This design comes from an exercise in tuning for small area, a short achievable clock period and few clock cycles on the open sky130 flow, not from production work. In this exercise RTL edits were held to simulation tests only and were not proved equivalent to the original.

File: flow/config.mk
export PLATFORM = sky130hd
export DESIGN_NAME = LASER
export DESIGN_NICKNAME = LASER
export VERILOG_FILES = /design/flow/design.v
export SDC_FILE = /design/flow/constraint.sdc
export NUM_CORES = 4
export LEC_CHECK = 0
export CAP_MARGIN = 20
export CORE_MARGIN = 2
export CORE_UTILIZATION = 35
export SETUP_SLACK_MARGIN = 5
export SLEW_MARGIN = 20
File: flow/constraint.sdc
create_clock -name core_clock -period 9.0 [get_ports {CLK}]
set_input_delay 1.8000 -clock core_clock [delete_from_list [all_inputs] [get_ports {CLK}]]
set_output_delay 1.8000 -clock core_clock [all_outputs]
set_load 0.01 [all_outputs]
File: flow/design.v
`timescale 1ps/1ps
module LASER (
	input CLK,
	input RST,
	input [3:0] X,
	input [3:0] Y,
	output reg [3:0] C1X,
	output reg [3:0] C1Y,
	output reg [3:0] C2X,
	output reg [3:0] C2Y,
	output reg DONE
);
localparam ST_LOAD = 2'd0, ST_ROWS = 2'd1, ST_DRAIN = 2'd2, ST_REFR = 2'd3;
reg [1:0] State;
reg [5:0] CNT;                
reg [3:0] ROW;
reg [6:0] ITER;
reg S;                        
reg [5:0] Max_Cover;
reg [3:0] Max_X, Max_Y;
reg TERM;
reg [159:0] PX, PY;
reg [39:0]  PF;               
wire refresh = (State == ST_REFR);
wire [39:0] M [0:15];
wire [39:0] FT;               
reg  [159:0] CLS;             
wire [3:0] yN;                
wire [159:0] PYN = {PY[155:0], (State == ST_LOAD) ? Y : PY[159:156]};
function TT(input [15:0] t, input integer k);
	TT = (k < 0) ? 1'b0 : (k > 15) ? 1'b1 : t[k];
endfunction
function GE7(input [6:0] a, input [6:0] b);
	reg g, e; integer i;
	begin
		g = 1'b0; e = 1'b1;
		for (i = 6; i >= 0; i = i - 1) begin
			g = g | (e & a[i] & ~b[i]);
			e = e & ~(a[i] ^ b[i]);
		end
		GE7 = g | e;
	end
endfunction
genvar gi, gx;
generate
for (gi = 0; gi < 40; gi = gi + 1) begin : g_pt
	wire [3:0] px = PX[4*gi +: 4];
	wire [3:0] pyn = PYN[4*gi +: 4];
	wire [4:0] d = {1'b0, pyn} - {1'b0, yN};
	always @(posedge CLK)
		CLS[4*gi +: 4] <= {(d == 5'd4) || (d == 5'h1c), (d == 5'd3) || (d == 5'h1d),
		                   (d == 5'd1) || (d == 5'd2) || (d == 5'h1f) || (d == 5'h1e),
		                   (d == 5'd0)};
	wire r4 = CLS[4*gi];
	wire r3 = CLS[4*gi+1];
	wire r2 = CLS[4*gi+2];
	wire r0 = CLS[4*gi+3];
	wire [15:0] t;
	for (gx = 0; gx < 16; gx = gx + 1) begin : g_t
		assign t[gx] = (px <= gx);
	end
	wire [15:0] raw;
	for (gx = 0; gx < 16; gx = gx + 1) begin : g_x
		assign raw[gx] =
			(r4 & TT(t, gx+4) & ~TT(t, gx-5)) | (r3 & TT(t, gx+3) & ~TT(t, gx-4)) |
			(r2 & TT(t, gx+2) & ~TT(t, gx-3)) | (r0 & TT(t, gx) & ~TT(t, gx-1));
		assign M[gx][gi] = PF[gi] | raw[gx];
	end
	assign FT[gi] = raw[Max_X];
end
endgenerate
reg [5:0] COVC [0:15];
reg [1:0] STC [0:15];         
generate
for (gx = 0; gx < 16; gx = gx + 1) begin : g_pc
	wire [5:0] c;
	LASER_pc40 u_pc (.clk(CLK), .b(M[gx]), .s(c));
	always @(posedge CLK) begin
		COVC[gx] <= c;
		STC[gx] <= (c <= 6'd3) ? 2'd0 : (c <= 6'd10) ? 2'd1 : (c <= 6'd20) ? 2'd2 : 2'd3;
	end
end
endgenerate
wire [15:0] k1, k3, k7, k10;
generate
for (gx = 0; gx < 16; gx = gx + 1) begin : g_k
	assign k1[gx]  = (STC[gx] == 2'd3);
	assign k3[gx]  = (STC[gx] == 2'd2);
	assign k7[gx]  = (STC[gx] == 2'd1);
	assign k10[gx] = (STC[gx] == 2'd0);
end
endgenerate
function STEP(input [15:0] k1, input [15:0] k3, input [15:0] k7, input [15:0] k10,
              input integer a, input integer b);
	STEP = (b - a == 1)  ? k1[a]  :
	       (b - a == 3)  ? k3[a]  :
	       (b - a == 7)  ? k7[a]  :
	       (b - a == 10) ? k10[a] : 1'b0;
endfunction
wire [15:0] vis;
wire [7:0] ent;               
wire [15:0] rv [8:15];        
assign vis[0] = 1'b1;
genvar ge, gj;
generate
for (gx = 1; gx < 8; gx = gx + 1) begin : g_lo
	wire [7:0] t;
	for (gj = 0; gj < 8; gj = gj + 1) begin : g_t
		assign t[gj] = (gj < gx) ? (vis[gj] & STEP(k1, k3, k7, k10, gj, gx)) : 1'b0;
	end
	assign vis[gx] = |t;
end
for (ge = 8; ge < 16; ge = ge + 1) begin : g_ent
	wire [7:0] t;
	for (gj = 0; gj < 8; gj = gj + 1) begin : g_t
		assign t[gj] = vis[gj] & STEP(k1, k3, k7, k10, gj, ge);
	end
	assign ent[ge-8] = |t;
	for (gx = 0; gx < 16; gx = gx + 1) begin : g_rv
		if (gx < ge) begin : g_z
			assign rv[ge][gx] = 1'b0;
		end else if (gx == ge) begin : g_o
			assign rv[ge][gx] = 1'b1;
		end else begin : g_r
			wire [15:0] u;
			for (gj = 0; gj < 16; gj = gj + 1) begin : g_u
				assign u[gj] = (gj >= ge && gj < gx) ? (rv[ge][gj] & STEP(k1, k3, k7, k10, gj, gx)) : 1'b0;
			end
			assign rv[ge][gx] = |u;
		end
	end
end
for (gx = 8; gx < 16; gx = gx + 1) begin : g_hi
	wire [7:0] t;
	for (ge = 8; ge < 16; ge = ge + 1) begin : g_t
		assign t[ge-8] = (ge <= gx) ? (ent[ge-8] & rv[ge][gx]) : 1'b0;
	end
	assign vis[gx] = |t;
end
endgenerate
reg [5:0]  COVD [0:15];
reg [15:0] VISD;
reg [23:0] GED;               
generate
for (gx = 0; gx < 16; gx = gx + 1) begin : g_cd
	always @(posedge CLK) COVD[gx] <= COVC[gx];
end
for (gx = 0; gx < 4; gx = gx + 1) begin : g_ge
	always @(posedge CLK) begin
		GED[6*gx+0] <= GE7({1'b0, COVC[4*gx+1]}, {1'b0, COVC[4*gx+0]});
		GED[6*gx+1] <= GE7({1'b0, COVC[4*gx+2]}, {1'b0, COVC[4*gx+0]});
		GED[6*gx+2] <= GE7({1'b0, COVC[4*gx+3]}, {1'b0, COVC[4*gx+0]});
		GED[6*gx+3] <= GE7({1'b0, COVC[4*gx+2]}, {1'b0, COVC[4*gx+1]});
		GED[6*gx+4] <= GE7({1'b0, COVC[4*gx+3]}, {1'b0, COVC[4*gx+1]});
		GED[6*gx+5] <= GE7({1'b0, COVC[4*gx+3]}, {1'b0, COVC[4*gx+2]});
	end
end
endgenerate
always @(posedge CLK) VISD <= vis;
wire [6:0] gv [0:3];          
wire [3:0] gp [0:3];
generate
for (gx = 0; gx < 4; gx = gx + 1) begin : g_grp
	localparam [1:0] G = gx;
	wire [3:0] v = VISD[4*gx +: 4];
	wire [5:0] g = GED[6*gx +: 6];
	wire [3:0] w;
	assign w[0] = v[0] & ~(v[1] & g[0]) & ~(v[2] & g[1]) & ~(v[3] & g[2]);
	assign w[1] = v[1] & (~v[0] | g[0]) & ~(v[2] & g[3]) & ~(v[3] & g[4]);
	assign w[2] = v[2] & (~v[0] | g[1]) & (~v[1] | g[3]) & ~(v[3] & g[5]);
	assign w[3] = v[3] & (~v[0] | g[2]) & (~v[1] | g[4]) & (~v[2] | g[5]);
	assign gv[gx] = {|v, ({6{w[0]}} & COVD[4*gx]) | ({6{w[1]}} & COVD[4*gx+1]) |
	                     ({6{w[2]}} & COVD[4*gx+2]) | ({6{w[3]}} & COVD[4*gx+3])};
	assign gp[gx] = {G, w[3] | w[2], w[3] | w[1]};
end
endgenerate
wire r01 = GE7(gv[1], gv[0]);
wire r23 = GE7(gv[3], gv[2]);
wire [6:0] v01 = r01 ? gv[1] : gv[0];
wire [3:0] p01 = r01 ? gp[1] : gp[0];
wire [6:0] v23 = r23 ? gv[3] : gv[2];
wire [3:0] p23 = r23 ? gp[3] : gp[2];
wire rr = GE7(v23, v01);
wire [6:0] tv0 = rr ? v23 : v01;
wire [3:0] tp0 = rr ? p23 : p01;
reg [5:0] RMAXE;
reg [3:0] RPOSE;
always @(posedge CLK) begin
	RMAXE <= tv0[5:0];
	RPOSE <= tp0;
end
reg [3:0] YB, YC, YD, YE;
reg VB, VC, VD, VE;
always @(posedge CLK) begin
	YB <= ROW; YC <= YB; YD <= YC; YE <= YD;
end
wire upd = VE && GE7({1'b0, RMAXE}, {1'b0, Max_Cover});
wire [3:0] nX = upd ? RPOSE : Max_X;
wire [3:0] nY = upd ? YE : Max_Y;
wire nterm = (S ? ({nY, nX} == {C2Y, C2X}) : ({nY, nX} == {C1Y, C1X})) || (&ITER);
wire last_drain = (State == ST_DRAIN) && (CNT == 6'd3);
assign yN = last_drain ? nY : (State == ST_ROWS) ? ROW + 4'd1 : 4'd0;
wire f00 = (X == 4'd0) ? (Y <= 4'd4) :
           (X <= 4'd2) ? (Y <= 4'd3) :
           (X == 4'd3) ? (Y <= 4'd2) :
           (X == 4'd4) ? (Y == 4'd0) : 1'b0;
always @(posedge CLK) begin
	PX <= {PX[155:0], (State == ST_LOAD) ? X : PX[159:156]};
	PY <= PYN;
	if (State == ST_LOAD)
		PF <= {PF[38:0], f00};
	else if (refresh)
		PF <= {FT[38:0], FT[39]};
	else
		PF <= {PF[38:0], PF[39]};
end
always @(posedge CLK or posedge RST) begin
	if (RST) begin
		State <= ST_LOAD;
		CNT <= 0;
		ROW <= 0;
		ITER <= 0;
		S <= 0;
		Max_Cover <= 0;
		{Max_Y, Max_X} <= 0;
		{C1X, C1Y, C2X, C2Y} <= 0;
		VB <= 0; VC <= 0; VD <= 0; VE <= 0;
		TERM <= 0;
		DONE <= 0;
	end else begin
		VB <= (State == ST_ROWS);
		VC <= VB; VD <= VC; VE <= VD;
		if (upd) begin
			Max_Cover <= RMAXE;
			{Max_Y, Max_X} <= {YE, RPOSE};
		end
		DONE <= last_drain & nterm;
		TERM <= nterm;
		case (State)
		ST_LOAD: begin
			CNT <= CNT + 1;
			if (CNT == 6'd39) begin
				CNT <= 0;
				State <= ST_ROWS;
				ROW <= 0;
			end
		end
		ST_ROWS: begin
			ROW <= ROW + 1;
			if (ROW == 4'd15) begin
				State <= ST_DRAIN;
				CNT <= 0;
			end
		end
		ST_DRAIN: begin
			CNT <= CNT + 1;
			if (CNT == 6'd3) State <= ST_REFR;
		end
		ST_REFR: begin
			CNT <= 0;
			ROW <= 0;
			if (TERM) begin
				State <= ST_LOAD;
				ITER <= 0;
				S <= 0;
				Max_Cover <= 0;
				{Max_Y, Max_X} <= 0;
				{C1X, C1Y, C2X, C2Y} <= 0;
			end else begin
				if (S) {C2Y, C2X} <= {Max_Y, Max_X};
				else   {C1Y, C1X} <= {Max_Y, Max_X};
				S <= ~S;
				ITER <= ITER + 1;
				State <= ST_ROWS;
			end
		end
		endcase
	end
end
endmodule
module LASER_pc40 (input clk, input [39:0] b, output [5:0] s);
  wire t1, t2, t3, t4, t5, t6, t7, t8, t9, t10, t11, t12, t13, t14, t15, t16, t17, t18, t19, t20, t21, t22, t23, t24, t25, t26, t27, t28, t29, t30, t31, t32, t33, t34, t35, t36, t37, t38, t39, t40, t41, t42, t43, t44, t45, t46, t47, t48, t49, t50, t51, t52, t53, t54, t55, t56, t57, t58, t59, t60, t61, t62, t63, t64, t65, t66;
  reg q0, q1, q2, q3, q4, q5, q6, q7, q8, q9, q10, q11, q12;
  assign t1 = b[0] ^ b[1] ^ b[2];
  assign t2 = (b[0] & b[1]) | (b[0] & b[2]) | (b[1] & b[2]);
  assign t3 = b[3] ^ b[4] ^ b[5];
  assign t4 = (b[3] & b[4]) | (b[3] & b[5]) | (b[4] & b[5]);
  assign t5 = b[6] ^ b[7] ^ b[8];
  assign t6 = (b[6] & b[7]) | (b[6] & b[8]) | (b[7] & b[8]);
  assign t7 = b[9] ^ b[10] ^ b[11];
  assign t8 = (b[9] & b[10]) | (b[9] & b[11]) | (b[10] & b[11]);
  assign t9 = b[12] ^ b[13] ^ b[14];
  assign t10 = (b[12] & b[13]) | (b[12] & b[14]) | (b[13] & b[14]);
  assign t11 = b[15] ^ b[16] ^ b[17];
  assign t12 = (b[15] & b[16]) | (b[15] & b[17]) | (b[16] & b[17]);
  assign t13 = b[18] ^ b[19] ^ b[20];
  assign t14 = (b[18] & b[19]) | (b[18] & b[20]) | (b[19] & b[20]);
  assign t15 = b[21] ^ b[22] ^ b[23];
  assign t16 = (b[21] & b[22]) | (b[21] & b[23]) | (b[22] & b[23]);
  assign t17 = b[24] ^ b[25] ^ b[26];
  assign t18 = (b[24] & b[25]) | (b[24] & b[26]) | (b[25] & b[26]);
  assign t19 = b[27] ^ b[28] ^ b[29];
  assign t20 = (b[27] & b[28]) | (b[27] & b[29]) | (b[28] & b[29]);
  assign t21 = b[30] ^ b[31] ^ b[32];
  assign t22 = (b[30] & b[31]) | (b[30] & b[32]) | (b[31] & b[32]);
  assign t23 = b[33] ^ b[34] ^ b[35];
  assign t24 = (b[33] & b[34]) | (b[33] & b[35]) | (b[34] & b[35]);
  assign t25 = b[36] ^ b[37] ^ b[38];
  assign t26 = (b[36] & b[37]) | (b[36] & b[38]) | (b[37] & b[38]);
  assign t27 = t1 ^ t3 ^ t5;
  assign t28 = (t1 & t3) | (t1 & t5) | (t3 & t5);
  assign t29 = t7 ^ t9 ^ t11;
  assign t30 = (t7 & t9) | (t7 & t11) | (t9 & t11);
  assign t31 = t13 ^ t15 ^ t17;
  assign t32 = (t13 & t15) | (t13 & t17) | (t15 & t17);
  assign t33 = t19 ^ t21 ^ t23;
  assign t34 = (t19 & t21) | (t19 & t23) | (t21 & t23);
  assign t35 = t2 ^ t4 ^ t6;
  assign t36 = (t2 & t4) | (t2 & t6) | (t4 & t6);
  assign t37 = t8 ^ t10 ^ t12;
  assign t38 = (t8 & t10) | (t8 & t12) | (t10 & t12);
  assign t39 = t14 ^ t16 ^ t18;
  assign t40 = (t14 & t16) | (t14 & t18) | (t16 & t18);
  assign t41 = t20 ^ t22 ^ t24;
  assign t42 = (t20 & t22) | (t20 & t24) | (t22 & t24);
  assign t43 = t27 ^ t29 ^ t31;
  assign t44 = (t27 & t29) | (t27 & t31) | (t29 & t31);
  assign t45 = t33 ^ t25 ^ b[39];
  assign t46 = (t33 & t25) | (t33 & b[39]) | (t25 & b[39]);
  assign t47 = t28 ^ t30 ^ t32;
  assign t48 = (t28 & t30) | (t28 & t32) | (t30 & t32);
  assign t49 = t34 ^ t35 ^ t37;
  assign t50 = (t34 & t35) | (t34 & t37) | (t35 & t37);
  assign t51 = t39 ^ t41 ^ t26;
  assign t52 = (t39 & t41) | (t39 & t26) | (t41 & t26);
  assign t53 = t36 ^ t38 ^ t40;
  assign t54 = (t36 & t38) | (t36 & t40) | (t38 & t40);
  assign t55 = q2 ^ q3 ^ q4;
  assign t56 = (q2 & q3) | (q2 & q4) | (q3 & q4);
  assign t57 = q7 ^ q8 ^ q9;
  assign t58 = (q7 & q8) | (q7 & q9) | (q8 & q9);
  assign t59 = t55 ^ q5 ^ q6;
  assign t60 = (t55 & q5) | (t55 & q6) | (q5 & q6);
  assign t61 = t56 ^ t57 ^ q10;
  assign t62 = (t56 & t57) | (t56 & q10) | (t57 & q10);
  assign t63 = t60 ^ t61 ^ q11;
  assign t64 = (t60 & t61) | (t60 & q11) | (t61 & q11);
  assign t65 = t62 ^ t58 ^ q12;
  assign t66 = (t62 & t58) | (t62 & q12) | (t58 & q12);
  always @(posedge clk) begin
    q0 <= t43;
    q1 <= t45;
    q2 <= t44;
    q3 <= t46;
    q4 <= t47;
    q5 <= t49;
    q6 <= t51;
    q7 <= t48;
    q8 <= t50;
    q9 <= t52;
    q10 <= t53;
    q11 <= t42;
    q12 <= t54;
  end
  assign s = {1'b0, t66, t64, t63, t59, q0} + {1'b0, 1'b0, t65, 1'b0, 1'b0, q1};
endmodule
File: flow/run.sh
#!/bin/bash
# synth_recipe.tcl (not shown) runs the flow's synth.tcl, then flattens the netlist and writes it again
# the make line also repeats each setting of config.mk as NAME=value (left out here)
make -C /OpenROAD-flow-scripts/flow DESIGN_CONFIG=/design/flow/config.mk WORK_HOME=/design/flow/orfs CLKGATE_MAP_FILE= SYNTH_SCRIPT=/design/flow/synth_recipe.tcl finish
==> impl_metrics.yaml, run 1 <==
hold_path:
  hold_end: "YD[3]"
  hold_path.class: "reg2reg"
  min_path_cells: 0
  hold_path_startpoint: "YC[3]"
synthesis:
  syn_nets: 11300
  synthTopCellsByArea: "dfxtp_1 (24%), fa_1 (14%), a21oi_1 (5.3%), o21ai_0 (5.3%), nor2_1 (5.1%)"
  synth.distinct_cells: 105
  synth_mux_area_share_pct: 5.19
  ys_async_sr_fraction_pct: 5.23
  syn_inst: 10400
  synth_most_common_cell: "nor2_1"
  netlist_top_cells_count: "nor2_1 (1,140), dfxtp_1 (1,015), inv_1 (924)"
  ys_seq_elements: 1071
  synth-adder-area-share_pct: 17.9
  synthSimpleGateAreaFrac_pct: 18.5
  synth_top_area_cell: "dfxtp_1"
  syn_area_sq_mm: 0.0834
  ys_seq_area_share_pct: 26.0
  synth_top_area_share_pct: 24.4
  synth_top_family_by_area: "compound AO/OA/AOI/OAI gates"
  synth-compound-area-share_pct: 23.0
  syn_area_per_cell_sq_um: 7.99
  synthXorXnorAreaFrac_pct: 1.91
  yosysWarnings: 8
  synth_top_flop_cell: "dfxtp_1"
  synth_enable_flop_cells: 0
clock_network:
  cts_made_buffers: 120
  cts_root_buf: "clkbuf_16"
  clkTransAtPathRegs_ps: 60
  ctsHoldBuffers: 0
  clock_path_buffers: 3
  cts_tree: "built"
  clk_latency_ps: 850
  htree_levels: 3
  cts.sinks: 1071
layout:
  drive_gt1_share_pct: 13.2
  fin_cells: 13300
  fill_cells: 23700
  multiInputGateArea_sq_mm: 0.0581
  syn_to_final_growth_pct: 13.3
  fin_nets: 10900
  post-route-util_pct: 39.8
  seqCellArea_sq_mm: 0.0219
worst_setup_path:
  critical_path_arrival_ps: 5080
  setup.worst_path.end_class: "flip-flop"
  reg2reg_to: "CLS[105]"
  crit_required_ps: 9750
  reg2reg_depth: 18
  r2r_setup_slack_ps: 4670
  criticalPathCategory: "reg2reg"
  start_kind: "flip-flop"
  r2r-start: "Max_Cover[0]"
  critPathMaxFanout: 7
floorplan:
  die_area_sq_mm: 0.242
  die_w_microns: 492
  die-height_microns: 492
  start_util_pct: 35.1
  rows: 179
  core_area_sq_mm: 0.237
  io_pins: 27
timing:
  fmax_ghz: 0.231
  setup_viol: 0
  rsz0062_at_grt: "true"
  timing.final.crit_share_pct: 48.1
  min_period_ps: 4330
  tightest_slew_ps: 1260
  hold_viol_final: 0
  finalSetupTns_ps: 0
  report.final.slew_viol_count: 0
  worst_clock_skew_ps: 89.2
  slew_headroom_pct: 15.7
grt:
  grt_overflow_total: 0
  grt_max_degree: 74
  grt_antenna_before_repair: 12
  grt_pass1_vias: 71600
  grt_pass1_wl_microns: 449000
  gr-usage-all-layers_pct: 23.7
routing:
  routed_wl_microns: 304000
  wire_per_inst_microns: 22.8
  drc: 0
  vias: 77000
  ant_nets: 0
  post_drt_via_cell_ratio: 5.77
  dr.pass1.iters: 7
  drtIter0Drc: 9549
placed_design:
  hpwl_microns: 221000
  place_congestion: 1.00
  dp.cells: 13000
  port_buffers: 26
status:
  outcome: "no timing/DRC/antenna violations"
job:
  drv_cap: 0
[routing by layer]
layer / routed length, microns / vias to the layer above / global-route usage [%]
li1: - / 35400 / -
met1: 128000 / 37400 / 32.1
met2: 133000 / 3708 / 36.4
met3: 26300 / 592 / 4.60
met4: 16200 / 4 / 11.3
met5: 24 / - / 0
[repair_timing]
action	4_1_cts	5_1_grt
setup buffers	61	61
endpoints found under the setup margin	260	255
pin swaps	87	181
gates resized for setup	319	327
cloned	15	5
[stage by stage]
step	setup WS, ps	cell area, sq um	hold slack [ps]
floorplan	3530	84000	310
CTS	4740	92600	329
global placement	3860	85900	310
finish	4670	94500	324
detailed placement	3710	85900	314
global route	4530	94500	335
[layout make-up]
class	instances	area share (%)
antenna	6	0.0159
timing repair buffer	204	2.57
clock inverter	74	1.15
sequential	1071	23.2
multi-input combinational	7714	61.5
clock buffer	154	3.57
inverter	955	3.84
tap	3167	4.19
[critical path, stage by stage (launching register included)]
cell and delay [ps]:
dfrtp_1 390, nor2b_4 130, maj3_2 300, maj3_2 300
maj3_2 350, nor3b_4 240, o31ai_4 140, mux2i_4 230
o21ai_4 190, buf_12 230, buf_16 240, buf_6 130
ha_4 120, inv_2 40, fa_2 400, xnor2_4 220
o21ai_2 100, or2_4 260, o31ai_1 170
[worst max path at each step]
stage | start | to
finish | Max_Cover[0] | CLS[105]
global route | Max_Cover[0] | CLS[93]
CTS | Max_Cover[0] | CLS[13]
detailed placement | Max_Cover[0] | CLS[49]
global placement | Max_Cover[0] | CLS[69]
floorplan | Max_Cover[0] | CLS[105]
[flip-flops by register name, summed over array words and instances, names as in the netlist, 7 cells and up]
signal         count
g_pc.u_pc.q2      16
GED               24
g_pc.u_pc.q12     16
VISD              15
CLS              160
g_pc.u_pc.q5      16
PY               160
g_pc.u_pc.q8      16
PF                40
g_pc.u_pc.q7      16
g_pc.u_pc.q4      16
COVC              96
g_pc.u_pc.q0      16
g_pc.u_pc.q1      16
ITER               7
PX               160
STC               30
g_pc.u_pc.q9      16
g_pc.u_pc.q6      16
g_pc.u_pc.q11     16
g_pc.u_pc.q3      16
g_pc.u_pc.q10     16
COVD              96
[kinds of logic after synthesis]
family,Yosys count
AOI/OAI and AO/OA,3100
xor gates and xnor gates,182
adders and majority gates,863
buffers and inverters,1651
DFF,1071
muxes,262
other,1
and+or+nand+nor,3306
[layout by cell type, fill, tap and decap left out, types with 136 or more instances in the layout]
cell / instances
nor2_1: 1104
nand2_1: 910
dfxtp_1: 902
inv_1: 893
a21oi_1: 838
o21ai_0: 834
fa_1: 526
nand2b_1: 294
o22ai_1: 216
nor3_1: 176
or2_2: 174
ha_1: 172
nor2b_1: 136
Testbench counts, summed over its fixed seeds: cycles 23,103.
==> run 2: changes to the inputs <==
--- a/flow/design.v
+++ b/flow/design.v
@@ -200,6 +200,20 @@
 wire nterm = (S ? ({nY, nX} == {C2Y, C2X}) : ({nY, nX} == {C1Y, C1X})) || (&ITER);
 wire last_drain = (State == ST_DRAIN) && (CNT == 6'd3);
 assign yN = last_drain ? nY : (State == ST_ROWS) ? ROW + 4'd1 : 4'd0;
+wire [15:0] full;
+generate
+for (gx = 0; gx < 16; gx = gx + 1) begin : g_full
+	assign full[gx] = (COVC[gx] == 6'd40);
+end
+endgenerate
+wire early = VC & (|full);
+reg [3:0] xf;
+integer fi;
+always @* begin
+	xf = 4'd0;
+	for (fi = 15; fi >= 0; fi = fi - 1)
+		if (full[fi]) xf = fi;
+end
 wire f00 = (X == 4'd0) ? (Y <= 4'd4) :
            (X <= 4'd2) ? (Y <= 4'd3) :
            (X == 4'd3) ? (Y <= 4'd2) :
@@ -275,6 +289,14 @@
 			end
 		end
 		endcase
+		if (early) begin
+			if (S) {C2Y, C2X} <= {YC, xf};
+			else   {C1Y, C1X} <= {YC, xf};
+			State <= ST_REFR;
+			TERM <= 1'b1;
+			DONE <= 1'b1;
+			VB <= 0; VC <= 0; VD <= 0; VE <= 0;
+		end
 	end
 end
 endmodule
--- a/flow/config.mk
+++ b/flow/config.mk
@@ -5,6 +5,7 @@
 export SDC_FILE = /design/flow/constraint.sdc
 export NUM_CORES = 4
 export LEC_CHECK = 0
+export ABC_AREA = 1
 export CAP_MARGIN = 20
 export CORE_MARGIN = 2
 export CORE_UTILIZATION = 35
==> run 2 against run 1 <==
Net effect: first-iteration DRC count up 26%; via count up 6.6%; flip-flop and latch count unchanged; core utilization down 0.99 points; wire length up 5.0%; register-to-register slack better by 330 ps; count of clock-buffer cells in the layout up 15; synthesized cell count up 11%; critical endpoint is now g_pc[3].u_pc.q3; highest routed layer is now met4.
==> impl_metrics.yaml, run 2 <==
timing:
  tightest_slew_ps: 1070
  worst_clock_skew_ps: 73.5
  rsz0062_at_grt: "true"
  report.final.slew_viol_count: 0
  timing.final.crit_share_pct: 44.5
  finalSetupTns_ps: 0
  min_period_ps: 4010
  worst_slack_ps: 4990
  fmax_ghz: 0.250
  slew_headroom_pct: 26.6
  hold_viol_final: 0
  setup_viol: 0
grt:
  grt_overflow_total: 0
  grt_max_degree: 86
  grt_pass1_wl_microns: 476000
  grt_antenna_before_repair: 3
  gr-usage-all-layers_pct: 26.0
  grt_pass1_vias: 75300
floorplan:
  start_util_pct: 35.2
  rows: 177
  io_pins: 27
  die_w_microns: 487
  die-height_microns: 487
  core_area_sq_mm: 0.232
  die_area_sq_mm: 0.237
synthesis:
  yosysWarnings: 8
  netlist_top_cells_count: "inv_1 (2,042), nand2_1 (1,732), nor2_1 (1,330)"
  synth_top_area_cell: "dfxtp_1"
  synth_top_flop_cell: "dfxtp_1"
  synth.distinct_cells: 77
  synth_enable_flop_cells: 0
  syn_area_sq_mm: 0.0817
  synth_most_common_cell: "inv_1"
  synth_top_area_share_pct: 24.9
  syn_inst: 11500
  synthTopCellsByArea: "dfxtp_1 (25%), fa_1 (14%), inv_1 (9.4%), nand2_1 (8.0%), nor2_1 (6.1%)"
  ys_seq_elements: 1071
  syn_area_per_cell_sq_um: 7.08
  ys_async_sr_fraction_pct: 5.23
  ys_seq_area_share_pct: 26.6
  syn_nets: 12400
clock_network:
  cts_made_buffers: 132
  cts_tree: "built"
  clkTransAtPathRegs_ps: 60
  clock_path_buffers: 3
  cts_root_buf: "clkbuf_16"
  clk_latency_ps: 830
  cts.sinks: 1071
  ctsHoldBuffers: 0
  htree_levels: 4
job:
  drv_cap: 0
worst_setup_path:
  setup.worst_path.end_class: "flip-flop"
  critPathMaxFanout: 10
  crit_required_ps: 9650
  critPathMaxStageDelay_ps: 690
  critical_path_arrival_ps: 4660
  cpMaxStageDelayCell: "fa_1"
  start_kind: "flip-flop"
  path_cells: "inv_1 > nand2_1 > nand2_1 > inv_1 > o22ai_1 > a311oi_1 > nand2_1 > fa_1 > fa_1 > fa_1"
  crit_family: "adder cells"
  r2r_setup_slack_ps: 4990
  criticalPathCategory: "reg2reg"
  crit_buf_inv: 2
routing:
  post_drt_via_cell_ratio: 5.65
  ant_nets: 0
  drtIter0Drc: 12000
  vias: 82100
  wire_per_inst_microns: 21.9
  routed_wl_microns: 319000
  drc: 0
  dr.pass1.iters: 9
hold_path:
  hold_path.class: "reg2reg"
layout:
  syn_to_final_growth_pct: 10.3
  fin_cells: 14500
  fin_nets: 12200
  drive_gt1_share_pct: 4.91
  fin_area_sq_mm: 0.0902
  top_regs: "CLS (160), PX (160), PY (160)"
  final_common_cell: "inv_1"
  mostFrequentLayoutCells: "inv_1 (2,038), nand2_1 (1,725), nor2_1 (1,304)"
status:
  outcome: "no timing/DRC/antenna violations"
placed_design:
  pre_cts_ws_ps: 4360
  port_buffers: 26
  dp.cells: 14300
  hpwl_microns: 249000
  postPlaceCellArea_sq_mm: 0.0848
  place_congestion: 1.07
[run 2: cell count changes in the layout (fill, tap and decap cells not counted), sizes merged, moves of 132 or more]
cell	delta
or2	-139
nand2b	-295
mux4	-132
nor3	+464
a21oi	-469
nor2b	-149
nor2	+210
nand3	+778
inv	+1135
o21ai	-351
buf	-134
nand2	+836
[run 2: area by class of cell]
class | count | area (sq um)
clock buffers | 169 | 3760
multi-input cells | 7989 | 51200
fillers | 24100 | 142000
repair buffers | 64 | 644
flip-flops and latches | 1071 | 21800
inverters | 2128 | 8030
clock inverters | 65 | 921
diodes | 4 | 10.0
well taps | 3043 | 3810
[run 2: cells by family (layout without fill, tap and decap cells)]
family	Yosys count	count (layout)	share of synthesized area (%)
simple gates	4939	4939	26.2
fa+ha+maj	810	810	17.6
buf+inv	2479	2426	11.4
compound gates	2112	2112	16.8
mux	5	5	0.0643
other cells	1	5	0.00459
xor+xnor	122	122	1.31
flops	1071	1071	26.6
[run 2: worst paths after layout]
path	start	endpoint	cells after the start
max reg2reg	PX[143]	g_pc[3].u_pc.q3	10
min in group asynchronous	RST	Max_Cover[2]	3
min reg2reg	YD[3]	YE[3]	0
min	YD[3]	YE[3]	0
max in group asynchronous	RST	Max_X[0]	3
max	PX[143]	g_pc[3].u_pc.q3	10
[run 2: what timing repair did]
item	CTS	global route
cloned	0	0
endpoints found under the hold margin	0	0
endpoints found under the setup margin	223	280
resized for setup	49	131
buffers inserted	2	1
[run 2: stage by stage]
| stage | utilization [%] | hold WS [ps] |
|---|---|---|
| floorplan | - | 310 |
| global placement | 36.5 | 309 |
| detailed placement | 36.5 | 312 |
| CTS | 38.6 | 326 |
| global route | 38.8 | 329 |
| finish | 38.8 | 324 |
[run 2: routing by layer]
layer / GRT usage (%) / vias to the layer above / wire, microns / part of all wire [%]
met2: 39.6 / 5145 / 137000 / 43
met1: 34.5 / 38000 / 130000 / 41
met3: 6.39 / 816 / 34300 / 11
met4: 12.2 / 0 / 17600 / 5.5
met5: 0 / - / 0 / 0
li1: - / 38200 / - / -
Testbench counts of run 2, summed over its fixed seeds: cycles 21,000.
==> run 3: changes to the inputs <==
--- a/flow/design.v
+++ b/flow/design.v
@@ -10,8 +10,9 @@
 	output reg [3:0] C2Y,
 	output reg DONE
 );
-localparam ST_LOAD = 2'd0, ST_ROWS = 2'd1, ST_DRAIN = 2'd2, ST_REFR = 2'd3;
-reg [1:0] State;
+localparam ST_LOAD = 3'd0, ST_ROWS = 3'd1, ST_SREFR = 3'd2, ST_SROWS = 3'd3, ST_REFR = 3'd4;
+reg [2:0] State;
+reg [3:0] SPX, SPY;            
 reg [5:0] CNT;                
 reg [3:0] ROW;
 reg [6:0] ITER;
@@ -21,7 +22,8 @@
 reg TERM;
 reg [159:0] PX, PY;
 reg [39:0]  PF;               
-wire refresh = (State == ST_REFR);
+wire refresh = (State == ST_REFR) || (State == ST_SREFR);
+wire [3:0] FXSEL = (State == ST_SREFR) ? SPX : Max_X;
 wire [39:0] M [0:15];
 wire [39:0] FT;               
 reg  [159:0] CLS;             
@@ -66,7 +68,7 @@
 			(r2 & TT(t, gx+2) & ~TT(t, gx-3)) | (r0 & TT(t, gx) & ~TT(t, gx-1));
 		assign M[gx][gi] = PF[gi] | raw[gx];
 	end
-	assign FT[gi] = raw[Max_X];
+	assign FT[gi] = raw[FXSEL];
 end
 endgenerate
 reg [5:0] COVC [0:15];
@@ -191,6 +193,7 @@
 end
 reg [3:0] YB, YC, YD, YE;
 reg VB, VC, VD, VE;
+reg SPB, SPC;                 
 always @(posedge CLK) begin
 	YB <= ROW; YC <= YB; YD <= YC; YE <= YD;
 end
@@ -198,15 +201,19 @@
 wire [3:0] nX = upd ? RPOSE : Max_X;
 wire [3:0] nY = upd ? YE : Max_Y;
 wire nterm = (S ? ({nY, nX} == {C2Y, C2X}) : ({nY, nX} == {C1Y, C1X})) || (&ITER);
-wire last_drain = (State == ST_DRAIN) && (CNT == 6'd3);
-assign yN = last_drain ? nY : (State == ST_ROWS) ? ROW + 4'd1 : 4'd0;
+wire guess_at = (State == ST_ROWS) && (ROW == 4'd15);
+wire last_merge = (State == ST_SROWS) && (CNT == 6'd2);
+wire check_at = (State == ST_SROWS) && (CNT == 6'd3);
+wire miss = check_at && ({Max_Y, Max_X} != {SPY, SPX});
+assign yN = guess_at ? nY : miss ? Max_Y :
+            ((State == ST_ROWS) || (State == ST_SROWS)) ? ROW + 4'd1 : 4'd0;
 wire [15:0] full;
 generate
 for (gx = 0; gx < 16; gx = gx + 1) begin : g_full
 	assign full[gx] = (COVC[gx] == 6'd40);
 end
 endgenerate
-wire early = VC & (|full);
+wire early = VC & ~SPC & (|full);
 reg [3:0] xf;
 integer fi;
 always @* begin
@@ -237,19 +244,23 @@
 		S <= 0;
 		Max_Cover <= 0;
 		{Max_Y, Max_X} <= 0;
+		{SPY, SPX} <= 0;
 		{C1X, C1Y, C2X, C2Y} <= 0;
 		VB <= 0; VC <= 0; VD <= 0; VE <= 0;
+		SPB <= 0; SPC <= 0;
 		TERM <= 0;
 		DONE <= 0;
 	end else begin
-		VB <= (State == ST_ROWS);
+		VB <= (State == ST_ROWS) || (State == ST_SROWS);
+		SPB <= (State == ST_SROWS);
 		VC <= VB; VD <= VC; VE <= VD;
+		SPC <= SPB;
 		if (upd) begin
 			Max_Cover <= RMAXE;
 			{Max_Y, Max_X} <= {YE, RPOSE};
 		end
-		DONE <= last_drain & nterm;
-		TERM <= nterm;
+		DONE <= last_merge & nterm;
+		TERM <= last_merge & nterm;
 		case (State)
 		ST_LOAD: begin
 			CNT <= CNT + 1;
@@ -262,13 +273,33 @@
 		ST_ROWS: begin
 			ROW <= ROW + 1;
 			if (ROW == 4'd15) begin
-				State <= ST_DRAIN;
-				CNT <= 0;
+				State <= ST_SREFR;
+				{SPY, SPX} <= {nY, nX};
 			end
 		end
-		ST_DRAIN: begin
+		ST_SREFR: begin
+			CNT <= 0;
+			ROW <= 0;
+			State <= ST_SROWS;
+		end
+		ST_SROWS: begin
+			ROW <= ROW + 1;
 			CNT <= CNT + 1;
-			if (CNT == 6'd3) State <= ST_REFR;
+			if (last_merge && nterm) begin
+				State <= ST_REFR;
+				VB <= 0; VC <= 0; VD <= 0; VE <= 0;
+			end else if (check_at) begin
+				if (miss) begin
+					State <= ST_REFR;
+					VB <= 0; VC <= 0; VD <= 0; VE <= 0;
+				end else begin
+					if (S) {C2Y, C2X} <= {Max_Y, Max_X};
+					else   {C1Y, C1X} <= {Max_Y, Max_X};
+					S <= ~S;
+					ITER <= ITER + 1;
+					State <= ST_ROWS;
+				end
+			end
 		end
 		ST_REFR: begin
 			CNT <= 0;
@@ -288,6 +319,7 @@
 				State <= ST_ROWS;
 			end
 		end
+		default: State <= ST_LOAD;
 		endcase
 		if (early) begin
 			if (S) {C2Y, C2X} <= {YC, xf};
==> run 3 against run 2 <==
Net effect: final cell count up 3.1%; synthesized cell count up 2.9%; via count up 3.5%; largest cell class unchanged; flip-flop and latch count up 10; maximum frequency down 1.9%; core utilization up 0.12 points.
==> impl_metrics.yaml, run 3 <==
floorplan:
  die_area_sq_mm: 0.242
  start_util_pct: 35.2
  io_pins: 27
  die-height_microns: 492
  core_area_sq_mm: 0.237
  rows: 179
  die_w_microns: 492
clock_network:
  ctsHoldBuffers: 0
  cts_made_buffers: 132
  cts_root_buf: "clkbuf_16"
  clk_latency_ps: 820
  htree_levels: 4
  cts_tree: "built"
  cts.sinks: 1081
  clock_path_buffers: 3
  clkTransAtPathRegs_ps: 60
synthesis:
  ys_async_sr_fraction_pct: 6.11
  syn_inst: 11900
  syn_area_sq_mm: 0.0835
  synthTopCellsByArea: "dfxtp_1 (24%), fa_1 (14%), inv_1 (9.6%), nand2_1 (8.8%), nor2_1 (5.6%)"
  syn_area_per_cell_sq_um: 7.03
  syn_nets: 12700
  synth_enable_flop_cells: 0
  synth_top_area_cell: "dfxtp_1"
  ys_seq_area_share_pct: 26.3
  synth_top_area_share_pct: 24.3
  synth.distinct_cells: 70
  synth_most_common_cell: "inv_1"
  netlist_top_cells_count: "inv_1 (2,126), nand2_1 (1,959), nor2_1 (1,240)"
  ys_seq_elements: 1081
  yosysWarnings: 8
  synth_top_flop_cell: "dfxtp_1"
layout:
  post-route-util_pct: 38.9
  drive_gt1_share_pct: 5.32
  syn_to_final_growth_pct: 10.8
  fin_cells: 15000
  final_common_cell: "inv_1"
  mostFrequentLayoutCells: "inv_1 (2,117), nand2_1 (1,954), nor2_1 (1,210)"
  fin_nets: 12500
  fin_area_sq_mm: 0.0925
  top_regs: "CLS (160), PX (160), PY (160)"
grt:
  grt_pass1_vias: 79500
  grt_pass1_wl_microns: 489000
  grt_overflow_total: 0
  grt_max_degree: 155
  grt_antenna_before_repair: 12
  gr-usage-all-layers_pct: 25.8
routing:
  wire_per_inst_microns: 21.8
  drtIter0Drc: 11800
  dr.pass1.iters: 9
  vias: 85000
  drc: 0
  routed_wl_microns: 326000
  post_drt_via_cell_ratio: 5.67
  ant_nets: 0
placed_design:
  dp.cells: 14700
  port_buffers: 26
  hpwl_microns: 250000
  place_congestion: 1.00
  postPlaceCellArea_sq_mm: 0.0868
status:
  outcome: "no timing/DRC/antenna violations"
timing:
  min_period_ps: 4080
  fmax_ghz: 0.245
  rsz0062_at_grt: "true"
  hold_viol_final: 0
  finalSetupTns_ps: 0
  timing.final.crit_share_pct: 45.4
  tightest_slew_ps: 1070
  slew_headroom_pct: 28.7
  setup_viol: 0
  report.final.slew_viol_count: 0
  worst_clock_skew_ps: 46.7
worst_setup_path:
  start_kind: "flip-flop"
  critPathMaxFanout: 9
  crit_buf_inv: 3
  cpMaxStageDelayCell: "fa_1"
  path_cells: "nor2_1 > inv_1 > nand2_1 > inv_1 > nor2_1 > inv_1 > a311oi_1 > nand2_1 > fa_1 > fa_1 > fa_1"
  crit_required_ps: 9720
  setup.worst_path.end_class: "flip-flop"
  critical_path_arrival_ps: 4810
  crit_family: "adder cells"
  critPathMaxStageDelay_ps: 690
  criticalPathCategory: "reg2reg"
hold_path:
  hold_path.class: "reg2reg"
job:
  drv_cap: 0
[run 3: final timing paths]
| check | to | start | cells past startpoint | slack, ps |
|---|---|---|---|---|
| max in group asynchronous | VE | RST | 3 | 6810 |
| min in group asynchronous | C1Y[1] | RST | 3 | 1560 |
| max | g_pc[7].u_pc.q0 | PX[0] | 11 | 4920 |
| min reg2reg | YE[0] | YD[0] | 0 | 320 |
| min | YE[0] | YD[0] | 0 | 320 |
| max reg2reg | g_pc[7].u_pc.q0 | PX[0] | 11 | 4920 |
[run 3: area by class of cell]
class / count / area, sq um
Tap cell: 3167 / 3960
Timing Repair Buffer: 65 / 731
Sequential cell: 1081 / 22000
Antenna cell: 7 / 17.5
Multi-Input combinational cell: 8228 / 52700
Clock buffer: 163 / 3580
Clock inverter: 77 / 1160
Fill cell: 24700 / 145000
Timing Repair inverter: 1 / 7.51
Inverter: 2199 / 8300
[run 3: metrics by stage]
step	hold slack [ps]	worst slack (ps)
global placement	311	4150
finish	324	4920
detailed placement	312	4120
global route	328	4870
CTS	323	4980
floorplan	310	4810
[run 3: cell families after synthesis]
family                     share of synthesized area, %
and+or+nand+nor                                    27.6
buffers and inverters                              11.6
AOI/OAI and AO/OA                                  15.9
DFF                                                26.3
adders and majority gates                          17.2
xor gates and xnor gates                           1.33
muxes                                            0.0360
other                                           0.00449
[run 3: layer usage]
metal  vias to the layer above  GRT usage [%]  share of wire (%)
met5                         -              0             0.0086
met4                         6           13.3                6.3
met3                      1024           5.57                 10
met2                      5429           39.8                 43
met1                     39300           33.9                 41
li1                      39200              -                  -
[run 3: timing repair]
item,in CTS,in global routing
gates resized for setup,73,156
hold endpoints to repair,0,0
gates cloned,1,2
setup endpoints to repair,224,280
buffers inserted,5,3
pin swaps,2,1
[run 3: worst register-to-register path, cell delays in order, from the launching register on]
cell,delay (ps)
dfxtp_1,410
nor2_1,170
inv_1,120
nand2_1,160
inv_1,60
nor2_1,330
inv_1,120
a311oi_1,520
nand2_1,210
fa_1,590
fa_1,630
fa_1,690
Testbench counts of run 3, summed over its fixed seeds: cycles 19,761.
==> run 4: changes to the inputs <==
--- a/flow/design.v
+++ b/flow/design.v
@@ -205,7 +205,7 @@
 wire last_merge = (State == ST_SROWS) && (CNT == 6'd2);
 wire check_at = (State == ST_SROWS) && (CNT == 6'd3);
 wire miss = check_at && ({Max_Y, Max_X} != {SPY, SPX});
-assign yN = guess_at ? nY : miss ? Max_Y :
+assign yN = (guess_at | miss) ? Max_Y :
             ((State == ST_ROWS) || (State == ST_SROWS)) ? ROW + 4'd1 : 4'd0;
 wire [15:0] full;
 generate
@@ -274,7 +274,7 @@
 			ROW <= ROW + 1;
 			if (ROW == 4'd15) begin
 				State <= ST_SREFR;
-				{SPY, SPX} <= {nY, nX};
+				{SPY, SPX} <= {Max_Y, Max_X};
 			end
 		end
 		ST_SREFR: begin
==> run 4 against run 3 <==
Net effect: final cell count down 0.13%; maximum frequency up 3.0%; critical path depth down 2; critical endpoint is now g_pc[12].u_pc.q1; highest routed layer unchanged; non-clock buffer count up 12.
==> impl_metrics.yaml, run 4 <==
timing:
  tightest_slew_ps: 1050
  setup_viol: 0
  rsz0062_at_grt: "true"
  fmax_ghz: 0.252
  slew_headroom_pct: 29.0
  hold_viol_final: 0
  report.final.slew_viol_count: 0
  timing.final.crit_share_pct: 44.1
  finalSetupTns_ps: 0
  worst_slack_ps: 5030
  min_period_ps: 3970
  worst_clock_skew_ps: 50.2
routing:
  wire_per_inst_microns: 22.2
  drtIter0Drc: 12600
  post_drt_via_cell_ratio: 5.68
  routed_wl_microns: 333000
  vias: 85000
  drc: 0
  ant_nets: 0
  dr.pass1.iters: 8
worst_setup_path:
  critical_path_arrival_ps: 4660
  reg2reg_depth: 9
  r2r-start: "PX[133]"
  critPathMaxFanout: 9
  crit_start: "PX[133]"
  critPathCapture: "g_pc[12].u_pc.q1"
  criticalPathCategory: "reg2reg"
  crit_required_ps: 9690
  reg2reg_to: "g_pc[12].u_pc.q1"
  setup.worst_path.end_class: "flip-flop"
  r2r_setup_slack_ps: 5030
  start_kind: "flip-flop"
floorplan:
  core_area_sq_mm: 0.237
  start_util_pct: 35.1
  die_area_sq_mm: 0.242
  rows: 179
  die-height_microns: 492
  die_w_microns: 492
  io_pins: 27
clock_network:
  clock_path_buffers: 3
  cts_root_buf: "clkbuf_16"
  clk_latency_ps: 830
  cts.sinks: 1081
  cts_made_buffers: 130
  cts_tree: "built"
  htree_levels: 4
  clkTransAtPathRegs_ps: 70
grt:
  grt_overflow_total: 0
  grt_antenna_before_repair: 6
  grt_pass1_vias: 77700
  top_usage_layer: "met2"
  use_met1_pct: 35.2
  grt_max_degree: 176
  use_met3_pct: 4.57
  grtUsageMet2_pct: 39.9
  gr-usage-all-layers_pct: 26.1
  grt_pass1_wl_microns: 490000
layout:
  fill_cells: 24500
  seqCellArea_sq_mm: 0.0220
  syn_to_final_growth_pct: 10.9
  final_common_cell: "inv_1"
  mostFrequentLayoutCells: "inv_1 (2,094), nand2_1 (1,958), nor2_1 (1,230)"
  post-route-util_pct: 38.9
  multiInputGateArea_sq_mm: 0.0527
  drive_gt1_share_pct: 5.25
  fin_nets: 12500
  top_regs: "CLS (160), PX (160), PY (160)"
placed_design:
  pre_cts_ws_ps: 4220
  place_congestion: 1.03
  hpwl_microns: 254000
  port_buffers: 26
synthesis:
  synth_top_area_share_pct: 24.4
  synth_top_flop_cell: "dfxtp_1"
  ys_seq_area_share_pct: 26.4
  syn_area_sq_mm: 0.0832
  syn_inst: 11900
  synth_most_common_cell: "inv_1"
  synthTopCellsByArea: "dfxtp_1 (24%), fa_1 (14%), inv_1 (9.5%), nand2_1 (8.9%), nor2_1 (5.8%)"
  synth_top_area_cell: "dfxtp_1"
  ys_seq_elements: 1081
  syn_nets: 12700
  yosysWarnings: 8
  syn_area_per_cell_sq_um: 7.02
  synth_enable_flop_cells: 0
  ys_async_sr_fraction_pct: 6.11
  netlist_top_cells_count: "inv_1 (2,102), nand2_1 (1,963), nor2_1 (1,278)"
  synth.distinct_cells: 70
status:
  outcome: "no timing/DRC/antenna violations"
hold_path:
  hold_path.class: "reg2reg"
job:
  drv_cap: 0
==> run 4: cell count changes after synthesis, moves of 14 or more <==
cell / previous run / this run
nand3_1: 902 / 836
nor2_1: 1240 / 1278
o21ai_0: 461 / 490
inv_1: 2126 / 2102
nor4_1: 173 / 192
a221oi_1: 89 / 72
o211ai_1: 94 / 78
clkinv_1: 52 / 38
nor3_1: 821 / 835
==> run 4: kinds of logic after synthesis <==
kind of cell               after synthesis  synth area share [%]
AOI/OAI and AO/OA                     2031                  16.0
xor gates and xnor gates               128                  1.35
adders and majority gates              807                  17.3
buffers and inverters                 2528                  11.4
DFF                                   1081                  26.4
muxes                                    1                0.0120
other                                    1               0.00450
and+or+nand+nor                       5276                  27.6
==> run 4: per-layer routing <==
layer  share of wire (%)  routed length (microns)
met5              0.0039                       13
met4                 6.5                    21500
met3                 9.8                    32600
met2                  43                   142000
met1                  41                   137000
==> run 4: timing repair <==
item | 4_1_cts | 5_1_grt
hold buffers | 0 | 0
buffers inserted | 4 | 7
gates resized for setup | 104 | 186
gates cloned | 2 | 6
endpoints found under the setup margin | 277 | 302
pin swaps | 3 | 10
==> run 4: worst max-delay path, cell delays in order, from the launching register on <==
cell and delay, ps:
dfxtp_1 410, nor2_2 260, inv_1 110, o21ai_0 310, inv_1 210, a221oi_1 570, nand2_1 210, fa_1 660
fa_1 530, fa_1 560
==> run 4: how the worst min path moves through the flow <==
| stage | from | endpoint | slack (ps) | cells after the start |
|---|---|---|---|---|
| 4_1_cts | YB[2] | YC[2] | 330 | 0 |
| 2_1_floorplan | YB[0] | YC[0] | 310 | 0 |
| 6_report | YD[1] | YE[1] | 330 | 0 |
| 3_3_place_gp | YD[3] | YE[3] | 310 | 0 |
| 3_5_place_dp | YB[2] | YC[2] | 310 | 0 |
| 5_1_grt | YD[3] | YE[3] | 330 | 0 |
==> run 4: final cells by class <==
class	instances	area share, %
Tap cell	3167	4.29
Sequential cell	1081	23.9
Antenna cell	6	0.0163
Clock buffer	176	3.98
Multi-Input combinational cell	8245	57.1
Timing Repair Buffer	77	1.05
Inverter	2157	8.80
Clock inverter	60	0.950
==> run 4: per-stage QoR <==
stage	instance area, sq um	cells	hold WS (ps)
after detailed placement	86400	14700	312
after global routing	92300	15000	331
after floorplan	83300	11900	310
after global placement	86400	14700	310
after CTS	91400	15000	326
final	92300	15000	326
Testbench counts of run 4, summed over its fixed seeds: cycles 19,951.
==> run 5: changes to the inputs <==
--- a/flow/design.v
+++ b/flow/design.v
@@ -72,24 +72,22 @@
 end
 endgenerate
 reg [5:0] COVC [0:15];
-reg [1:0] STC [0:15];         
 generate
 for (gx = 0; gx < 16; gx = gx + 1) begin : g_pc
 	wire [5:0] c;
 	LASER_pc40 u_pc (.clk(CLK), .b(M[gx]), .s(c));
 	always @(posedge CLK) begin
 		COVC[gx] <= c;
-		STC[gx] <= (c <= 6'd3) ? 2'd0 : (c <= 6'd10) ? 2'd1 : (c <= 6'd20) ? 2'd2 : 2'd3;
 	end
 end
 endgenerate
 wire [15:0] k1, k3, k7, k10;
 generate
 for (gx = 0; gx < 16; gx = gx + 1) begin : g_k
-	assign k1[gx]  = (STC[gx] == 2'd3);
-	assign k3[gx]  = (STC[gx] == 2'd2);
-	assign k7[gx]  = (STC[gx] == 2'd1);
-	assign k10[gx] = (STC[gx] == 2'd0);
+	assign k10[gx] = (COVC[gx] <= 6'd3);
+	assign k7[gx]  = (COVC[gx] > 6'd3) && (COVC[gx] <= 6'd10);
+	assign k3[gx]  = (COVC[gx] > 6'd10) && (COVC[gx] <= 6'd20);
+	assign k1[gx]  = (COVC[gx] > 6'd20);
 end
 endgenerate
 function STEP(input [15:0] k1, input [15:0] k3, input [15:0] k7, input [15:0] k10,
@@ -334,7 +332,7 @@
 endmodule
 module LASER_pc40 (input clk, input [39:0] b, output [5:0] s);
   wire t1, t2, t3, t4, t5, t6, t7, t8, t9, t10, t11, t12, t13, t14, t15, t16, t17, t18, t19, t20, t21, t22, t23, t24, t25, t26, t27, t28, t29, t30, t31, t32, t33, t34, t35, t36, t37, t38, t39, t40, t41, t42, t43, t44, t45, t46, t47, t48, t49, t50, t51, t52, t53, t54, t55, t56, t57, t58, t59, t60, t61, t62, t63, t64, t65, t66;
-  reg q0, q1, q2, q3, q4, q5, q6, q7, q8, q9, q10, q11, q12;
+  reg q0, q1, q2, q3, q4, q5, q6, q7, q8, q9, q10, q11, q12, q13, q14, q15, q16, q17, q18;
   assign t1 = b[0] ^ b[1] ^ b[2];
   assign t2 = (b[0] & b[1]) | (b[0] & b[2]) | (b[1] & b[2]);
   assign t3 = b[3] ^ b[4] ^ b[5];
@@ -377,44 +375,50 @@
   assign t40 = (t14 & t16) | (t14 & t18) | (t16 & t18);
   assign t41 = t20 ^ t22 ^ t24;
   assign t42 = (t20 & t22) | (t20 & t24) | (t22 & t24);
-  assign t43 = t27 ^ t29 ^ t31;
-  assign t44 = (t27 & t29) | (t27 & t31) | (t29 & t31);
-  assign t45 = t33 ^ t25 ^ b[39];
-  assign t46 = (t33 & t25) | (t33 & b[39]) | (t25 & b[39]);
-  assign t47 = t28 ^ t30 ^ t32;
-  assign t48 = (t28 & t30) | (t28 & t32) | (t30 & t32);
-  assign t49 = t34 ^ t35 ^ t37;
-  assign t50 = (t34 & t35) | (t34 & t37) | (t35 & t37);
-  assign t51 = t39 ^ t41 ^ t26;
-  assign t52 = (t39 & t41) | (t39 & t26) | (t41 & t26);
-  assign t53 = t36 ^ t38 ^ t40;
-  assign t54 = (t36 & t38) | (t36 & t40) | (t38 & t40);
-  assign t55 = q2 ^ q3 ^ q4;
-  assign t56 = (q2 & q3) | (q2 & q4) | (q3 & q4);
-  assign t57 = q7 ^ q8 ^ q9;
-  assign t58 = (q7 & q8) | (q7 & q9) | (q8 & q9);
-  assign t59 = t55 ^ q5 ^ q6;
-  assign t60 = (t55 & q5) | (t55 & q6) | (q5 & q6);
-  assign t61 = t56 ^ t57 ^ q10;
-  assign t62 = (t56 & t57) | (t56 & q10) | (t57 & q10);
-  assign t63 = t60 ^ t61 ^ q11;
-  assign t64 = (t60 & t61) | (t60 & q11) | (t61 & q11);
-  assign t65 = t62 ^ t58 ^ q12;
-  assign t66 = (t62 & t58) | (t62 & q12) | (t58 & q12);
+  assign t43 = q0 ^ q1 ^ q2;
+  assign t44 = (q0 & q1) | (q0 & q2) | (q1 & q2);
+  assign t45 = q3 ^ q4 ^ q5;
+  assign t46 = (q3 & q4) | (q3 & q5) | (q4 & q5);
+  assign t47 = q6 ^ q7 ^ q8;
+  assign t48 = (q6 & q7) | (q6 & q8) | (q7 & q8);
+  assign t49 = q9 ^ q10 ^ q11;
+  assign t50 = (q9 & q10) | (q9 & q11) | (q10 & q11);
+  assign t51 = q12 ^ q13 ^ q14;
+  assign t52 = (q12 & q13) | (q12 & q14) | (q13 & q14);
+  assign t53 = q15 ^ q16 ^ q17;
+  assign t54 = (q15 & q16) | (q15 & q17) | (q16 & q17);
+  assign t55 = t44 ^ t46 ^ t47;
+  assign t56 = (t44 & t46) | (t44 & t47) | (t46 & t47);
+  assign t57 = t48 ^ t50 ^ t52;
+  assign t58 = (t48 & t50) | (t48 & t52) | (t50 & t52);
+  assign t59 = t55 ^ t49 ^ t51;
+  assign t60 = (t55 & t49) | (t55 & t51) | (t49 & t51);
+  assign t61 = t56 ^ t57 ^ t53;
+  assign t62 = (t56 & t57) | (t56 & t53) | (t57 & t53);
+  assign t63 = t60 ^ t61 ^ q18;
+  assign t64 = (t60 & t61) | (t60 & q18) | (t61 & q18);
+  assign t65 = t62 ^ t58 ^ t54;
+  assign t66 = (t62 & t58) | (t62 & t54) | (t58 & t54);
   always @(posedge clk) begin
-    q0 <= t43;
-    q1 <= t45;
-    q2 <= t44;
-    q3 <= t46;
-    q4 <= t47;
-    q5 <= t49;
-    q6 <= t51;
-    q7 <= t48;
-    q8 <= t50;
-    q9 <= t52;
-    q10 <= t53;
-    q11 <= t42;
-    q12 <= t54;
+    q0 <= t27;
+    q1 <= t29;
+    q2 <= t31;
+    q3 <= t33;
+    q4 <= t25;
+    q5 <= b[39];
+    q6 <= t28;
+    q7 <= t30;
+    q8 <= t32;
+    q9 <= t34;
+    q10 <= t35;
+    q11 <= t37;
+    q12 <= t39;
+    q13 <= t41;
+    q14 <= t26;
+    q15 <= t36;
+    q16 <= t38;
+    q17 <= t40;
+    q18 <= t42;
   end
-  assign s = {1'b0, t66, t64, t63, t59, q0} + {1'b0, 1'b0, t65, 1'b0, 1'b0, q1};
+  assign s = {1'b0, t66, t64, t63, t59, t43} + {1'b0, 1'b0, t65, 1'b0, 1'b0, t45};
 endmodule
==> run 5 against run 4 <==
Net effect: via count is 0.66% lower; still clean on timing, DRC and antenna; clock skew is 0.88 ps lower; flip-flop and latch count is 66 higher; wire length is 0.66% higher.
==> impl_metrics.yaml, run 5 <==
floorplan:
  die_area_sq_mm: 0.243
  rows: 179
  die_w_microns: 493
  die-height_microns: 493
  core_area_sq_mm: 0.238
  start_util_pct: 35.2
  io_pins: 27
synthesis:
  netlist_top_cells_count: "nand2_1 (2,019), inv_1 (1,882), nor2_1 (1,128)"
  ys_seq_area_share_pct: 27.8
  synth.distinct_cells: 72
  synth_most_common_cell: "nand2_1"
  syn_inst: 11700
  syn_nets: 12500
  yosysWarnings: 6
  synth_top_area_cell: "dfxtp_1"
  ys_async_sr_fraction_pct: 5.75
  synth_top_area_share_pct: 25.8
  ys_seq_elements: 1147
  syn_area_per_cell_sq_um: 7.18
  synth_enable_flop_cells: 0
  synthTopCellsByArea: "dfxtp_1 (26%), fa_1 (14%), nand2_1 (9.0%), inv_1 (8.4%), nand3_1 (5.2%)"
  synth_top_flop_cell: "dfxtp_1"
  syn_area_sq_mm: 0.0838
job:
  drv_cap: 0
routing:
  drtIter0Drc: 12200
  dr.pass1.iters: 12
  wire_per_inst_microns: 22.6
  drc: 0
  post_drt_via_cell_ratio: 5.70
  vias: 84400
  ant_nets: 0
  routed_wl_microns: 335000
layout:
  fin_nets: 12300
  mostFrequentLayoutCells: "nand2_1 (2,015), inv_1 (1,875), nor2_1 (1,123)"
  post-route-util_pct: 38.9
  syn_to_final_growth_pct: 10.4
  fin_area_sq_mm: 0.0925
  drive_gt1_share_pct: 4.00
  top_regs: "CLS (160), PX (160), PY (160)"
  final_common_cell: "nand2_1"
timing:
  worst_clock_skew_ps: 49.3
  finalSetupTns_ps: 0
  fmax_ghz: 0.256
  worst_slack_ps: 5090
  tightest_slew_ps: 1190
  min_period_ps: 3910
  slew_headroom_pct: 18.4
  fin_hold_ws_ps: 322
  rsz0062_at_grt: "false"
  hold_viol_final: 0
  setup_viol: 0
  report.final.slew_viol_count: 0
  timing.final.crit_share_pct: 43.5
hold_path:
  min_path_cells: 0
  hold_end: "YC[0]"
  hold_path_startpoint: "YB[0]"
  hold_path.class: "reg2reg"
worst_setup_path:
  crit_family: "buffers and inverters"
  criticalPathCategory: "reg2reg"
  r2r_setup_slack_ps: 5090
  crit_path_frequent_cell: "o211ai_1"
  r2r-start: "State[1]"
  cpMaxStageDelayCell: "a31oi_1"
  start_kind: "flip-flop"
  critical_path_arrival_ps: 4560
  crit_buf_inv: 4
  critPathMaxStageDelay_ps: 720
  reg2reg_to: "PF[27]"
  setup.worst_path.end_class: "flip-flop"
  critPathMaxFanout: 52
  path_cells: "inv_1 > nor3_2 > inv_2 > nand2_1 > o21ai_4 > inv_4 > buf_4 > o21ai_0 > o211ai_1 > o211ai_1 > a31oi_1"
  reg2reg_depth: 11
  crit_required_ps: 9650
placed_design:
  pre_cts_ws_ps: 3630
  place_congestion: 1.00
  postPlaceCellArea_sq_mm: 0.0870
  port_buffers: 26
  hpwl_microns: 259000
grt:
  grt_pass1_wl_microns: 496000
  grt_max_degree: 130
  gr-usage-all-layers_pct: 26.5
  grt_antenna_before_repair: 9
  grt_overflow_total: 0
  grt_pass1_vias: 78100
clock_network:
  htree_levels: 4
  cts_tree: "built"
  clk_latency_ps: 840
  clock_path_buffers: 3
  cts_root_buf: "clkbuf_16"
  clkTransAtPathRegs_ps: 70
  cts.sinks: 1147
  cts_made_buffers: 137
status:
  outcome: "no timing/DRC/antenna violations"
==> run 5: worst max-delay path by stage <==
stage / start / endpoint / cells past startpoint
after detailed placement: State[0] / CLS[101] / 22
final: State[1] / PF[27] / 11
after global placement: State[0] / CLS[82] / 21
after CTS: State[1] / PF[0] / 15
after floorplan: State[0] / CLS[106] / 21
after global routing: Max_Y[0] / CLS[81] / 23
==> run 5: cells by family (layout without fill, tap and decap cells) <==
kind of cell | Yosys count | in the layout | synth area share, %
AO/OA/AOI/OAI | 2001 | 2001 | 15.7
XOR/XNOR | 138 | 138 | 1.44
adder cells (fa/ha/maj) | 811 | 811 | 17.2
buffers and inverters | 2332 | 2296 | 10.5
flip-flops | 1147 | 1147 | 27.8
multiplexers | 7 | 7 | 0.0851
other | 1 | 6 | 0.00448
AND/OR/NAND/NOR | 5234 | 5237 | 27.3
==> run 5: cell type report <==
cell class                      count  area [sq um]
Clock inverter                     73          1210
Fill cell                       24500        146000
Tap cell                         3167          3960
Timing Repair Buffer               83           991
Inverter                         1965          7400
Multi-Input combinational cell   8195         51900
Sequential cell                  1147         23300
Clock buffer                      175          3760
Antenna cell                        5          12.5
==> run 5: per-layer routing <==
metal | vias to the layer above | GRT usage, % | part of all wire (%)
met3 | 975 | 5.73 | 10
met5 | - | 0 | 0.0045
li1 | 38900 | - | -
met2 | 5377 | 41.2 | 44
met4 | 2 | 13.2 | 5.9
met1 | 39200 | 34.6 | 40
==> run 5: what timing repair did <==
action | in CTS | in global routing
gates cloned | 2 | 5
pin swaps | 4 | 2
setup buffers | 7 | 6
setup endpoints to repair | 175 | 175
hold buffers | 0 | 0
gates resized for setup | 26 | 32
==> run 5: stage by stage <==
stage / cells
after global placement: 14500
after CTS: 14800
final: 14800
after global routing: 14800
after floorplan: 11700
after detailed placement: 14500
Testbench counts of run 5, summed over its fixed seeds: cycles 19,951.

port drivers added, routing unchanged:
How much do the figures lean on ideal ports? The routed layouts below were timed once more, with nothing changed but the port constraints. Step 1, drivers: a clkbuf_16 drives CLK and a buf_2 each remaining input, both assumed. Step 2, shift: input delay + t, output delay - t, t = (earliest + latest rising clock arrival at the registers) / 2. This alone moves slack from input paths to output paths. Three values: ideal ports, drivers, drivers and shift; two values: the first two.
run | t, ns | setup slack, ns | worst setup path after step 2 | clock arrival spread, ns
run 1 | 0.887 | 4.667 / 4.667 / 4.624 | input to register | 0.093 / 0.093
run 2 | 0.887 | 4.994 / 4.994 / 4.860 | input to register | 0.074 / 0.074
run 3 | 0.892 | 4.916 / 4.916 / 4.683 | input to register | 0.048 / 0.048
run 4 | 0.905 | 5.035 / 5.035 / 4.677 | input to register | 0.056 / 0.055
run 5 | 0.912 | 5.087 / 5.064 / 4.758 | input to register | 0.052 / 0.051
After both steps every run listed still meets setup and hold. The setup slack of run 4, which loses most, moves by 0.000 ns with the drivers and by -0.358 ns with both steps.
